This design comes from an exercise in tuning for a short achievable clock period and few clock cycles on the open sky130 flow, not from production work.
Only simulation tests tie the RTL to the original design; equivalence was not proved.
Power is estimated from default activity; no workload was simulated.

## north
==> flow/design.v (excerpt) <==
module cmu (
        input clk,
        input rst,
        input [31:0] addr_rw,
        input en_r,
        input en_w,
        input [2:0] u_b_h_w,
        input [31:0] data_w,
        output [31:0] data_r,
        output stall,
        output mem_cs_o,
        output mem_we_o,
        output [31:0] mem_addr_o,
        input [31:0] mem_data_i,
        output [31:0] mem_data_o,
        input mem_ack_i
    );
Size in the first run: roughly 11000 flip-flops, roughly 200 I/O pins, roughly 530000 µm² of cells after synthesis.
export LEC_CHECK = 0
export CAP_MARGIN = 40
export CORE_MARGIN = 2
export CORE_UTILIZATION = 30
export SLEW_MARGIN = 40
export SYNTH_MEMORY_MAX_BITS = 16384
create_clock -name core_clock -period 27.0 [get_ports {clk}]
standard.sh (not shown) runs the stock make flow with config.mk's settings and CLKGATE_MAP_FILE= SYNTH_SCRIPT=/design/flow/synth_recipe.tcl, a recipe that flattens the netlist after the stock synthesis.
==> flow/flow/run.sh <==
#!/bin/bash
# The standard layout, with changes to how it is made (the constraints are
# unchanged): the pins are placed by flow/io.tcl, ORFS's timing repair is asked
# to keep SETUP_MARGIN ns of setup slack beyond the design's period, the
# resizer may change a cell's footprint, and antenna repair after global
# routing keeps a margin (flow/antenna.tcl).
set -euo pipefail
SETUP_MARGIN=${SETUP_MARGIN:-16}
bash standard.sh synth > synth.log 2>&1
bash standard.sh IO_CONSTRAINTS=$PWD/flow/io.tcl SETUP_SLACK_MARGIN=$SETUP_MARGIN MATCH_CELL_FOOTPRINT=0 \
    POST_GLOBAL_ROUTE_TCL=$PWD/flow/antenna.tcl finish > layout.log 2>&1
==> flow/flow/antenna.tcl <==
# After global routing: protect long nets against antenna effects with a margin,
# so that few are left for the repair after detailed routing.
repair_antennas -ratio_margin 25 -iterations 3
check_placement -verbose
write_guides $::env(RESULTS_DIR)/route.guide
==> flow/flow/io.tcl <==
# Pin placement: the main-memory interface on the right edge, with mem_ack_i in
# the middle of the outputs it selects; the processor interface on the left edge.
set lo {}
set hi {}
for {set i 0} {$i < 16} {incr i} { lappend lo "mem_data_o\[$i\]" "mem_addr_o\[$i\]" }
for {set i 16} {$i < 32} {incr i} { lappend hi "mem_data_o\[$i\]" "mem_addr_o\[$i\]" }
set memgroup [concat $lo [list mem_cs_o mem_ack_i mem_we_o] $hi]
set_io_pin_constraint -pin_names $memgroup -region right:* -group -order
set memin {}
for {set i 0} {$i < 32} {incr i} { lappend memin "mem_data_i\[$i\]" }
set_io_pin_constraint -pin_names $memin -region right:*
set cpu [list stall en_r en_w]
for {set i 0} {$i < 32} {incr i} { lappend cpu "addr_rw\[$i\]" "data_w\[$i\]" "data_r\[$i\]" }
for {set i 0} {$i < 3} {incr i} { lappend cpu "u_b_h_w\[$i\]" }
set_io_pin_constraint -pin_names $cpu -region left:*
Ran to the end and failed final checks on antenna rules: north.
Testbench counts of north, summed over its fixed seeds: cycles 335,207.
The inputs of south differ from those of north as listed below.
--- a/flow/flow/run.sh
+++ b/flow/flow/run.sh
@@ -5,2 +5,2 @@
-# resizer may change a cell's footprint, and antenna repair after global
-# routing keeps a margin (flow/antenna.tcl).
+# resizer may change a cell's footprint, and nets longer than 150 um are
+# buffered after placement (flow/wires.tcl).
@@ -11 +11 @@
-    POST_GLOBAL_ROUTE_TCL=$PWD/flow/antenna.tcl finish > layout.log 2>&1
+    POST_RESIZE_TCL=$PWD/flow/wires.tcl finish > layout.log 2>&1
==> flow/flow/wires.tcl (new file) <==
# After the standard repair_design in placement: also buffer nets longer than
# 150 um, so that no long wire ends on a small gate (antenna rule) and slews
# keep a margin once the wires are routed.
repair_design -max_wire_length 150 -slew_margin 40 -cap_margin 40
removed: flow/flow/antenna.tcl
[summary]
Against north, power in south rose by a few percent. north has a higher post-CTS resize count than south. Final area: south higher than north. Every stage of the flow completed for south, and the final layout passed the timing, DRC and antenna checks.

v21:
cmu, a different RTL version from the one above (not shown whole).
For scale: ~33000 cells after synthesis, about 11000 flip-flops, roughly 540000 um2 of cells after synthesis.
export LEC_CHECK = 0
export CAP_MARGIN = 40
export CORE_MARGIN = 2
export CORE_UTILIZATION = 30
export SLEW_MARGIN = 40
export SYNTH_MEMORY_MAX_BITS = 16384
create_clock -name core_clock -period 27.0 [get_ports {clk}]
==> flow/flow/run.sh <==
#!/bin/bash
# The standard layout, with changes to how it is made (the constraints are
# unchanged): the pins are placed by flow/io.tcl, ORFS's timing repair is asked
# to keep SETUP_MARGIN ns of setup slack beyond the design's period, the
# resizer may change a cell's footprint, and nets longer than 150 um are
# buffered after placement (flow/wires.tcl).
set -euo pipefail
SETUP_MARGIN=${SETUP_MARGIN:-16}
bash standard.sh synth > synth.log 2>&1
bash standard.sh IO_CONSTRAINTS=$PWD/flow/io.tcl SETUP_SLACK_MARGIN=$SETUP_MARGIN MATCH_CELL_FOOTPRINT=0 \
    POST_RESIZE_TCL=$PWD/flow/wires.tcl finish > layout.log 2>&1
==> flow/flow/wires.tcl <==
# After the standard repair_design in placement: also buffer nets longer than
# 150 um, so that no long wire ends on a small gate (antenna rule) and slews
# keep a margin once the wires are routed. The net from mem_ack_i's input
# buffer, which selects the main-memory outputs, is left to timing repair.
set ack_nets {}
foreach c [get_cells -of_objects [get_pins -of_objects [get_nets mem_ack_i]]] {
  foreach p [get_pins -of_objects $c -filter "direction==output"] {
    lappend ack_nets [get_nets -of_objects $p]
  }
}
puts "wires.tcl: keeping [llength $ack_nets] net(s) from mem_ack_i as they are"
set_dont_touch $ack_nets
repair_design -max_wire_length 150 -slew_margin 40 -cap_margin 40
unset_dont_touch $ack_nets
Scripts as last shown in full above: flow/flow/io.tcl
v21 went all the way through synthesis, placement and routing and the layout is clean on timing, DRC and antenna.
Testbench counts of v21, summed over its fixed seeds: cycles 335,207.
What v56 does differently from v21 at the input level:
==> flow/flow/wires.tcl <==
# After the standard repair_design in placement: also buffer nets longer than
# 150 um, so that no long wire ends on a small gate (antenna rule) and slews
# keep a margin once the wires are routed.
repair_design -max_wire_length 150 -slew_margin 40 -cap_margin 40
Results
- Of v56 and v21, the run reporting the higher maximum vdd drop was v56.
- The global-route usage was comparable across v56 and v21.
- v56 and v21 ended up with roughly the same utilization.
- Detailed-route wire length per cell of v21 is on par with v56.
Input-level comparison between v18 and v56:
# v56
export LEC_CHECK = 0
export CAP_MARGIN = 40
export CORE_MARGIN = 2
export CORE_UTILIZATION = 30
export SLEW_MARGIN = 40
export SYNTH_MEMORY_MAX_BITS = 16384
create_clock -name core_clock -period 27.0 [get_ports {clk}]
# v18
export LEC_CHECK = 0
export CAP_MARGIN = 40
export CORE_MARGIN = 2
export CORE_UTILIZATION = 35
export SLEW_MARGIN = 40
export SYNTH_MEMORY_MAX_BITS = 16384
create_clock -name core_clock -period 27.0 [get_ports {clk}]
==> flow/flow/wires.tcl <==
# After the standard repair_design in placement: also buffer nets longer than
# 150 um, so that no long wire ends on a small gate (antenna rule) and slews
# keep a margin once the wires are routed. The net from mem_ack_i's input
# buffer, which selects the main-memory outputs, is left to timing repair.
set ack_nets {}
foreach c [get_cells -of_objects [get_pins -of_objects [get_nets mem_ack_i]]] {
  foreach p [get_pins -of_objects $c -filter "direction==output"] {
    lappend ack_nets [get_nets -of_objects $p]
  }
}
puts "wires.tcl: keeping [llength $ack_nets] net(s) from mem_ack_i as they are"
set_dont_touch $ack_nets
repair_design -max_wire_length 150 -slew_margin 40 -cap_margin 40
unset_dont_touch $ack_nets
Notes after the runs:
In the flow results for v18 and v56, the average vias per placed instance is larger on v18.
From v56 to v18 the numbers moved as follows: area of the die fell by about 14%; met1 global-route usage increased 4.2 points; layout clock buffer count higher; sequential share of layout area grew by 0.42 points; peak supply drop climbed 0.0000058 V.
Per the comparison of v18 with v56, tap cell instance count saw a decrease; fraction of power consumed by combinational cells now sits lower.

-- port drivers added, routing unchanged --
In the flow no input, the clock included, has a driving cell. The finished layouts below were timed again as built, in two steps. Step 1: set_driving_cell puts a clkbuf_16 on clk and a buf_2 on each other input, an assumption about the parent block. Step 2 times the ports against the registers' clock, not the clock port: input delays grow and output delays shrink by t, the midpoint of the rising clock arrivals with the driver on. Slacks: ideal ports / drivers / drivers and shift; pairs: ideal ports / drivers.
run	t (ns)	slack for setup (ns)	worst setup path after step 2	latest minus earliest clock arrival (ns)	cell pins on the clock port's net
north	1.507	15.589 / 14.904 / 14.544	input to register	0.136 / 0.136	1
south	1.489	15.496 / 15.244 / 14.457	input to register	0.163 / 0.163	1
v21	1.517	15.583 / 15.032 / 14.669	input to register	0.190 / 0.190	1
v56	1.516	15.393 / 15.117 / 14.656	input to register	0.185 / 0.185	1
v18	1.472	15.592 / 14.995 / 14.528	input to register	0.143 / 0.142	1
The setup slack of v18, which loses most, moves by -0.597 ns with the drivers and by -1.064 ns with both steps.
